Background: an optimization exercise with open tools, aiming at small area, a short achievable clock period and few clock cycles per item. Do not read the settings as production practice.
Only simulation tests tie the RTL to the original design; equivalence was not proved.
The clock port is modelled as an ideal driver; clocking choices that lean on that would not hold on a real chip.

==> flow/design.v <==
`timescale 1ns / 1ps
module MD5(
    input clk,
    input rst_n,
    input hash_en,
    input rst_en,
    input w_en,
    input [2:0] w_addr,
    input [63:0] w_data,
    input r_addr,
    output wire [63:0] r_data,
    output wire hash_rdy
);
    localparam [31:0] IV_A = 32'h67452301;
    localparam [31:0] IV_B = 32'hefcdab89;
    localparam [31:0] IV_C = 32'h98badcfe;
    localparam [31:0] IV_D = 32'h10325476;
    function [31:0] k;
        input [5:0] idx;
        begin
            case (idx)
                6'd0:  k = 32'hd76aa478; 6'd1:  k = 32'he8c7b756; 6'd2:  k = 32'h242070db; 6'd3:  k = 32'hc1bdceee;
                6'd4:  k = 32'hf57c0faf; 6'd5:  k = 32'h4787c62a; 6'd6:  k = 32'ha8304613; 6'd7:  k = 32'hfd469501;
                6'd8:  k = 32'h698098d8; 6'd9:  k = 32'h8b44f7af; 6'd10: k = 32'hffff5bb1; 6'd11: k = 32'h895cd7be;
                6'd12: k = 32'h6b901122; 6'd13: k = 32'hfd987193; 6'd14: k = 32'ha679438e; 6'd15: k = 32'h49b40821;
                6'd16: k = 32'hf61e2562; 6'd17: k = 32'hc040b340; 6'd18: k = 32'h265e5a51; 6'd19: k = 32'he9b6c7aa;
                6'd20: k = 32'hd62f105d; 6'd21: k = 32'h02441453; 6'd22: k = 32'hd8a1e681; 6'd23: k = 32'he7d3fbc8;
                6'd24: k = 32'h21e1cde6; 6'd25: k = 32'hc33707d6; 6'd26: k = 32'hf4d50d87; 6'd27: k = 32'h455a14ed;
                6'd28: k = 32'ha9e3e905; 6'd29: k = 32'hfcefa3f8; 6'd30: k = 32'h676f02d9; 6'd31: k = 32'h8d2a4c8a;
                6'd32: k = 32'hfffa3942; 6'd33: k = 32'h8771f681; 6'd34: k = 32'h6d9d6122; 6'd35: k = 32'hfde5380c;
                6'd36: k = 32'ha4beea44; 6'd37: k = 32'h4bdecfa9; 6'd38: k = 32'hf6bb4b60; 6'd39: k = 32'hbebfbc70;
                6'd40: k = 32'h289b7ec6; 6'd41: k = 32'heaa127fa; 6'd42: k = 32'hd4ef3085; 6'd43: k = 32'h04881d05;
                6'd44: k = 32'hd9d4d039; 6'd45: k = 32'he6db99e5; 6'd46: k = 32'h1fa27cf8; 6'd47: k = 32'hc4ac5665;
                6'd48: k = 32'hf4292244; 6'd49: k = 32'h432aff97; 6'd50: k = 32'hab9423a7; 6'd51: k = 32'hfc93a039;
                6'd52: k = 32'h655b59c3; 6'd53: k = 32'h8f0ccc92; 6'd54: k = 32'hffeff47d; 6'd55: k = 32'h85845dd1;
                6'd56: k = 32'h6fa87e4f; 6'd57: k = 32'hfe2ce6e0; 6'd58: k = 32'ha3014314; 6'd59: k = 32'h4e0811a1;
                6'd60: k = 32'hf7537e82; 6'd61: k = 32'hbd3af235; 6'd62: k = 32'h2ad7d2bb; default: k = 32'heb86d391;
            endcase
        end
    endfunction
    function [31:0] rotl;
        input [31:0] x;
        input [4:0] n;
        begin
            rotl = (x << n) | (x >> (6'd32 - {1'b0, n}));
        end
    endfunction
    function [31:0] add_bk;
        input [31:0] a, b;
        reg [31:0] p, G, P;
        integer l, i;
        begin
            p = a ^ b;
            G = a & b;
            P = p;
            for (l = 0; l < 5; l = l + 1)
                for (i = (2 << l) - 1; i < 32; i = i + (2 << l)) begin
                    G[i] = G[i] | (P[i] & G[i - (1 << l)]);
                    P[i] = P[i] & P[i - (1 << l)];
                end
            for (l = 3; l >= 0; l = l - 1)
                for (i = (3 << l) - 1; i < 32; i = i + (2 << l)) begin
                    G[i] = G[i] | (P[i] & G[i - (1 << l)]);
                    P[i] = P[i] & P[i - (1 << l)];
                end
            add_bk = p ^ {G[30:0], 1'b0};
        end
    endfunction
    function [31:0] bswap;
        input [31:0] x;
        begin
            bswap = {x[7:0], x[15:8], x[23:16], x[31:24]};
        end
    endfunction
    localparam [7:0] TT_F = 8'hca;
    localparam [7:0] TT_G = 8'he4;
    localparam [7:0] TT_H = 8'h96;
    localparam [7:0] TT_I = 8'h39;
    function [7:0] rsel_of;             
        input [5:0] idx;
        begin
            case ({idx[5:4], idx[1:0]})
                4'd0:  rsel_of = {4'b0001, 4'b1000};    
                4'd1:  rsel_of = {4'b0010, 4'b1000};    
                4'd2:  rsel_of = {4'b0100, 4'b1000};    
                4'd3:  rsel_of = {4'b1000, 4'b0100};    
                4'd4:  rsel_of = {4'b0001, 4'b0010};    
                4'd5:  rsel_of = {4'b0010, 4'b0001};    
                4'd6:  rsel_of = {4'b0100, 4'b0001};    
                4'd7:  rsel_of = {4'b1000, 4'b0001};    
                4'd8:  rsel_of = {4'b0001, 4'b0001};    
                4'd9:  rsel_of = {4'b0010, 4'b0100};    
                4'd10: rsel_of = {4'b0100, 4'b0100};    
                4'd11: rsel_of = {4'b1000, 4'b1000};    
                4'd12: rsel_of = {4'b0001, 4'b0100};    
                4'd13: rsel_of = {4'b0010, 4'b0010};    
                4'd14: rsel_of = {4'b0100, 4'b0010};    
                default: rsel_of = {4'b1000, 4'b0010};  
            endcase
        end
    endfunction
    reg busy;
    reg r61, r62, fin;        
    reg last;                 
    reg [7:0] tt;             
    reg [3:0] rfine, rcoarse;
    reg [5:0] rn;             
    reg [15:0] gn;            
    reg [31:0] B, C, D;
    reg [31:0] P;             
    reg [31:0] ha, hb, hc, hd;
    reg iv;                   
    reg [63:0] slot [0:7];
    wire [31:0] Ha = iv ? IV_A : ha;
    wire [31:0] Hb = iv ? IV_B : hb;
    wire [31:0] Hc = iv ? IV_C : hc;
    wire [31:0] Hd = iv ? IV_D : hd;
    wire [31:0] Z1 = add_bk(r61 ? Ha : r62 ? Hd : fin ? Hc : Hb, B);
    reg [31:0] f;
    integer j;
    always @(*)
        for (j = 0; j < 32; j = j + 1)
            f[j] = tt[{B[j], C[j], D[j]}];
    wire [31:0] t = f + P;
    wire [31:0] r1 = ({32{rfine[0]}} & rotl(t, 5'd4)) | ({32{rfine[1]}} & rotl(t, 5'd5))
                   | ({32{rfine[2]}} & rotl(t, 5'd6)) | ({32{rfine[3]}} & rotl(t, 5'd7));
    wire [31:0] rt = ({32{rcoarse[0]}} & r1) | ({32{rcoarse[1]}} & rotl(r1, 5'd5))
                   | ({32{rcoarse[2]}} & rotl(r1, 5'd10)) | ({32{rcoarse[3]}} & rotl(r1, 5'd16));
    wire [31:0] Bn = B + rt;
    wire [31:0] B0 = rst_en ? IV_B : Hb;
    wire [31:0] C0 = rst_en ? IV_C : Hc;
    wire [31:0] D0 = rst_en ? IV_D : Hd;
    wire byp = ~busy & w_en & (w_addr == 3'd0);
    reg [31:0] wsel;
    always @(*) begin
        wsel = 32'd0;
        for (j = 0; j < 8; j = j + 1)
            wsel = wsel | ({32{gn[2*j]}} & slot[j][63:32]) | ({32{gn[2*j+1]}} & slot[j][31:0]);
    end
    wire [31:0] w_raw = byp ? w_data[63:32] : wsel;
    wire [31:0] An = busy ? D : (rst_en ? IV_A : Ha);
    wire [31:0] Kn = k(rn);
    wire [31:0] Wn = bswap(w_raw);
    wire [31:0] Ps = An ^ Kn ^ Wn;
    wire [31:0] Pc = (An & Kn) | (An & Wn) | (Kn & Wn);
    wire [31:0] Pn = Ps + {Pc[30:0], 1'b0};
    wire [5:0] rn1 = rn + 6'd1;
    reg [15:0] gn1;
    always @(*) begin
        if (rn[3:0] == 4'd15)
            gn1 = (rn[5:4] == 2'd0) ? 16'h0002 : (rn[5:4] == 2'd1) ? 16'h0020 : 16'h0001;
        else case (rn[5:4])
            2'd0: gn1 = {gn[14:0], gn[15]};
            2'd1: gn1 = {gn[10:0], gn[15:11]};
            2'd2: gn1 = {gn[12:0], gn[15:13]};
            default: gn1 = {gn[8:0], gn[15:9]};
        endcase
    end
    always @(posedge clk) begin
        for (j = 0; j < 8; j = j + 1)
            if (~busy & w_en & (w_addr == j))
                slot[j] <= w_data;
        P <= Pn;
        if (busy) begin
            B <= Bn;
            C <= B;
            D <= C;
        end else begin
            B <= B0;
            C <= C0;
            D <= D0;
        end
    end
    always @(posedge clk) begin
        if (r61)
            ha <= Z1;
        if (r62)
            hd <= Z1;
        if (fin)
            hc <= Z1;
        if (last)
            hb <= Z1;
    end
    always @(posedge clk or negedge rst_n) begin
        if (~rst_n) begin
            busy <= 1'b0;
            iv <= 1'b1;
            r61 <= 1'b0;
            r62 <= 1'b0;
            fin <= 1'b0;
            last <= 1'b0;
            {rcoarse, rfine} <= rsel_of(6'd0);
            tt <= TT_F;
            rn <= 6'd0;
            gn <= 16'h0001;
        end else if (busy) begin
            r61 <= (rn == 6'd61);
            r62 <= (rn == 6'd62);
            fin <= (rn == 6'd63);
            {rcoarse, rfine} <= rsel_of(rn);
            case (rn[5:4])
                2'd0: tt <= TT_F;
                2'd1: tt <= TT_G;
                2'd2: tt <= TT_H;
                default: tt <= TT_I;
            endcase
            rn <= rn1;
            gn <= gn1;
            last <= fin;
            if (last) begin
                busy <= 1'b0;
                iv <= 1'b0;
                rn <= 6'd0;
                gn <= 16'h0001;
            end
        end else if (hash_en) begin
            busy <= 1'b1;
            {rcoarse, rfine} <= rsel_of(6'd0);
            tt <= TT_F;
            rn <= 6'd1;
            gn <= 16'h0002;
            if (rst_en)
                iv <= 1'b1;
        end
    end
    assign hash_rdy = ~busy;
    assign r_data = r_addr ? {Ha, Hb} : {Hc, Hd};
endmodule
==> flow/flow/run.sh <==
#!/bin/bash
# The standard layout (standard.sh, unchanged synthesis and steps), with:
# - a larger setup margin for the resizer's timing repair, so that it keeps
#   working below the 12 ns clock;
# - plain buffers (buf_2) as the port buffers that buffer_ports inserts;
# - after CTS, io_eco.tcl: stronger sizes for the gates and port buffers
#   that drive r_data (the r_addr -> r_data paths are the slowest).
# The SDC and everything else are the standard flow's.
set -euo pipefail
MARGIN=6.3
export BUFFER_PORTS_ARGS="-buffer_cell sky130_fd_sc_hd__buf_2"
export POST_CTS_TCL="$PWD/flow/io_eco.tcl"
sed "s/SETUP_SLACK_MARGIN=[0-9.]*/SETUP_SLACK_MARGIN=${MARGIN}/" standard.sh > standard_margin.sh
bash standard_margin.sh > standard.log 2>&1
==> flow/flow/io_eco.tcl <==
# Hook run after CTS (POST_CTS_TCL): the r_addr -> r_data paths, the
# slowest in the layout, end in a small mux gate driving each r_data port
# buffer. Give each of those gates, and the port buffers, a stronger size
# of the same cell, then legalise the placement again.
proc io_eco_bigger { inst sizes } {
  set m [[$inst getMaster] getName]
  if { ![regexp {^(.*)_([0-9]+)$} $m -> base size] } { return }
  foreach sz $sizes {
    if { $sz <= $size } { continue }
    set cand "${base}_$sz"
    if { [[ord::get_db] findMaster $cand] != "NULL" } {
      replace_cell [$inst getName] $cand
      puts "io_eco: [$inst getName] $m -> $cand"
      return
    }
  }
}
set block [ord::get_db_block]
foreach bterm [$block getBTerms] {
  if { ![string match "r_data*" [$bterm getName]] } { continue }
  set net [$bterm getNet]
  set buf ""
  foreach it [$net getITerms] {
    if { [$it isOutputSignal] } { set buf [$it getInst] }
  }
  if { $buf == "" } { continue }
  set gate ""
  foreach it [$buf getITerms] {
    if { [$it isInputSignal] } {
      foreach it2 [[$it getNet] getITerms] {
        if { [$it2 isOutputSignal] } { set gate [$it2 getInst] }
      }
    }
  }
  if { $gate != "" } { io_eco_bigger $gate {2 4} }
  io_eco_bigger $buf {4}
}
detailed_placement
check_placement -verbose
==> flow/standard.sh <==
#!/bin/bash
# synth_recipe.tcl (not shown) runs the flow's synth.tcl, then flattens the netlist and writes it again
# the make line also repeats each setting of config.mk as NAME=value (left out here)
make -C /OpenROAD-flow-scripts/flow DESIGN_CONFIG=/design/flow/config.mk WORK_HOME=/design/flow/orfs CLKGATE_MAP_FILE= SYNTH_SCRIPT=/design/flow/synth_recipe.tcl "${@:-finish}"
==> flow/config.mk <==
export PLATFORM = sky130hd
export DESIGN_NAME = MD5
export DESIGN_NICKNAME = MD5
export VERILOG_FILES = /design/flow/design.v
export SDC_FILE = /design/flow/constraint.sdc
export NUM_CORES = 4
export LEC_CHECK = 0
export ABC_AREA = 1
export CAP_MARGIN = 20
export CORE_MARGIN = 2
export CORE_UTILIZATION = 55
export CTS_BUF_LIST = sky130_fd_sc_hd__clkbuf_16
export CTS_CLUSTER_DIAMETER = 100
export CTS_CLUSTER_SIZE = 20
export SETUP_SLACK_MARGIN = 5
export SLEW_MARGIN = 20
==> flow/constraint.sdc <==
create_clock -name core_clock -period 12.0 [get_ports {clk}]
set_input_delay 2.4000 -clock core_clock [delete_from_list [all_inputs] [get_ports {clk}]]
set_output_delay 2.4000 -clock core_clock [all_outputs]
set_load 0.01 [all_outputs]
==> metrics.md <==
| Metric | Value |
|---|---|
| Top FF cell, synth | edfxtp_1 |
| Routed vias | 38.3k |
| Tcrit/Tclk final | 0.475 |
| CTS tree | done |
| Maxcap violations | 0 |
| Max_slew headroom | 0.196 |
| CP endpoint | B[30]$_DFF_P_ |
| Layout cells sized above 1 | 0.154 |
| Top cells by area, synth | edfxtp_1 (43%), nand2_1 (8.7%), dfxtp_1 (5.8%) |
| Initial core utilization | 0.553 |
| Buf/Inv on CP | 3 |
| Fillers | slightly below 7k |
| Most frequent CP cell | nand2_1 |
| Die width | roughly 290 um |
| Max frequency | around 180 MHz |
| Seq/Total Area, Yosys | 0.517 |
| Critical path origin | tt[3]$_DFFE_PN1N_ |
| Final worst setup slack | 6.30 ns |
| Site row count | 104 |
| Yosys warning count | 2 |
| Multi-input gate area | a little over 20,000 sq um |
| Vias in the first global route | roughly 35k |
| Top-count cell post-synth | nand2_1 |
| Critical R2R Capture | B[30]$_DFF_P_ |
| Cell taking the most area after synthesis | edfxtp_1 |
| Skew final | ~0.047 ns |
| Worst path top cell family by delay | compound AO/OA/AOI/OAI gates |
| Area Growth Syn to Fin | 13.7% |
| Routed length per instance | around 28 um |
| CP arrival | ~6.3 ns |
| Slew @ Worst Pin | between 1 and 1.5 ns |
| Dpl ws | 5.04 ns |
| Post-Route WL | about 170 mm |
| Remaining global-route overflow | 0 |
| Hold Vio Cnt, Final | 0 |
| #FFs+latches synth | 812 |
| Clock latency on the worst-skew pair | 0.65 ns |
| FF-to-FF path depth | 33 |
| First-pass GRT wire length | 237 mm |
| GPL Wtd Cong | about 1 |
| Sequential cell area | about 23,000 sq um |
| Largest net degree at the start of global routing | 70 |
| Core area | ~80,000 sq um |
| Clock period minus worst slack | ~5.7 ns |
| Worst EP required | 12.59 ns |
| Synthesized cell area | about 44,000 sq um |
| Fraction of registers with async set/reset | 0.0542 |
| # DRC | 0 |
| Die Y-Extent | ~290 um |
| Worst min path class | flip-flop to flip-flop |
| Reg clk slew, reported paths | about 0.1 ns |
| Slew Limit Fails | 0 |
| Final ANT Viol Nets | 0 |
| RR Startpoint | tt[3]$_DFFE_PN1N_ |
| Synth cell types | 67 |
| Critical Path Stages | 33 |
| Synth Net Count | 5,062 |
| Syn avg cell area | approximately 9.2 sq um |
| Fin nets | 5,126 |
| Maximum fanout along the worst path | 20 |
| Crit end category | flip-flop |
| Post-synthesis instance total | around 4.8k |
| Via density | approximately 6.4 |
| TNS Setup | 0 ns |
| PortBufs | 137 |
| Status | no timing/DRC/antenna violations |
| # clock sinks | 812 |
| Post-DP HPWL | ~110 mm |
| Initial antenna violation count | 6 |
| 1st-iter DRT viols | 4,858 |
| IO Pins | 138 |
| Final setup vio count | 0 |
| Top cell type's share of synthesized area | 0.434 |
| EDFF count, synth | 640 |
| Slowest stage delay, CP | 0.88 ns |
| Unrepaired setup endpoints after global routing | true |
| Critical path launch point type | flip-flop |
| First-pass DRT Iterations | 9 |
| Slowest cell on the critical path | dfstp_4 |
| Die ar. | between 80,000 and 90,000 sq um |
| Reg2Reg Setup Slack | approximately 6.3 ns |
| Post-synth top cells | nand2_1 (1,027), edfxtp_1 (640), inv_1 (481), o21ai_0 (363), a21oi_1 (321) |
| GRT Overall Usage | 0.391 |
| CP Class | flip-flop to flip-flop |
cell usage in the layout (no fill, tap or decap), types with 33 or more instances in the layout:
master	synthesis	routed
dfxtp_1	128	128
a22oi_1	75	73
o21ai_0	363	286
a31oi_1	64	36
o21ai_2	1	64
xor2_1	34	33
ha_4	0	34
nand4_1	72	72
nand3_1	190	175
nand2_2	19	47
o22ai_1	116	108
nor2_1	269	252
nand2_1	1027	991
o211ai_1	35	35
a21oi_1	321	286
buf_2	4	72
buf_4	0	162
a221oi_1	88	82
edfxtp_1	640	640
inv_1	481	492
ha_1	153	109
fa_1	50	47
a22o_1	48	48
clkbuf_16	0	52
state kept, by name, summed over array words and instances, names as in the netlist, 4 cells and up:
signal	cells
B	32
hb	32
hd	32
hc	32
rcoarse	4
slot	512
C	32
rn	6
tt	8
D	32
rfine	4
ha	32
P	32
gn	16
worst min-delay path by stage:
| stage | start | end | slack [ns] | cells past startpoint |
|---|---|---|---|---|
| final | C[24]$_DFF_P_ | D[24]$_DFF_P_ | 0.55 | 2 |
| after global routing | hb[5]$_DFFE_PP_ | B[5]$_DFF_P_ | 0.57 | 2 |
| after detailed placement | C[27]$_DFF_P_ | D[27]$_DFF_P_ | 0.53 | 2 |
| after global placement | hb[10]$_DFFE_PP_ | B[10]$_DFF_P_ | 0.51 | 2 |
| after floorplan | C[31]$_DFF_P_ | D[31]$_DFF_P_ | 0.49 | 2 |
metal layers:
| metal | vias to the layer above | track usage | wire length, um |
|---|---|---|---|
| li1 | 17102 | - | - |
| met1 | 18331 | 0.513 | 63800 |
| met2 | 2355 | 0.604 | 74500 |
| met3 | 507 | 0.0818 | 17300 |
| met4 | 6 | 0.224 | 11500 |
| met5 | - | 0 | 40 |
cell families after synthesis:
logic type / after synthesis / share of synthesized area
xor+xnor: 68 / 0.0136
buf+inv: 745 / 0.0634
flops: 812 / 0.517
simple gates: 1673 / 0.159
fa+ha+maj: 203 / 0.0659
compound gates: 1285 / 0.180
worst reg2reg max path: cells and delay by family (launching register included):
family | cells | cell delay (ns)
AOI/OAI and AO/OA | 10 | 1.93
DFF | 1 | 0.88
adders and majority gates | 2 | 0.68
and+or+nand+nor | 18 | 1.81
buffers and inverters | 3 | 0.36
through the flow:
step / hold slack (ns) / utilization / cells / instance area, sq um
finish: 0.545 / 0.629 / 5943 / 50300
detailed placement: 0.529 / 0.576 / 5806 / 46100
global route: 0.567 / 0.628 / 5940 / 50300
floorplan: 0.493 / - / 4786 / 44400
global placement: 0.515 / 0.576 / 5805 / 46100
final cells by class:
type,count,share of cell area
Sequential cell,812,0.456
Multi-Input combinational cell,3229,0.409
Inverter,500,0.0378
Antenna cell,5,0.000249
Clock inverter,29,0.00371
Clock buffer,48,0.0239
Timing Repair Buffer,260,0.0429
Tap cell,1060,0.0264
Testbench counts, summed over its fixed seeds: cycles 28,032, blocks 384.

==> re-timing with driven ports <==
No port has a modelled driver above. Below, the same layout with a new extraction and two added sets of constraints. Step 1, drivers: a clkbuf_16 drives clk and a buf_2 each remaining input, both assumed. Step 2 moves the port delays by t, midway between the first and last clock arrival at a register: inputs arrive t later, outputs are due t later. That takes back most of the time a late clock gives input paths. a / b / c = no drivers / after step 1 / after step 2; a / b = the first two.
t, ns: 0.695
setup slack, ns: 6.299 / 6.110 / 5.755
worst setup path after step 2: input to register
clock arrival spread, ns: 0.047 / 0.047
After both steps this run still meets setup and hold. For this run, drivers alone change the setup slack by -0.189 ns; drivers and shift together by -0.544 ns.
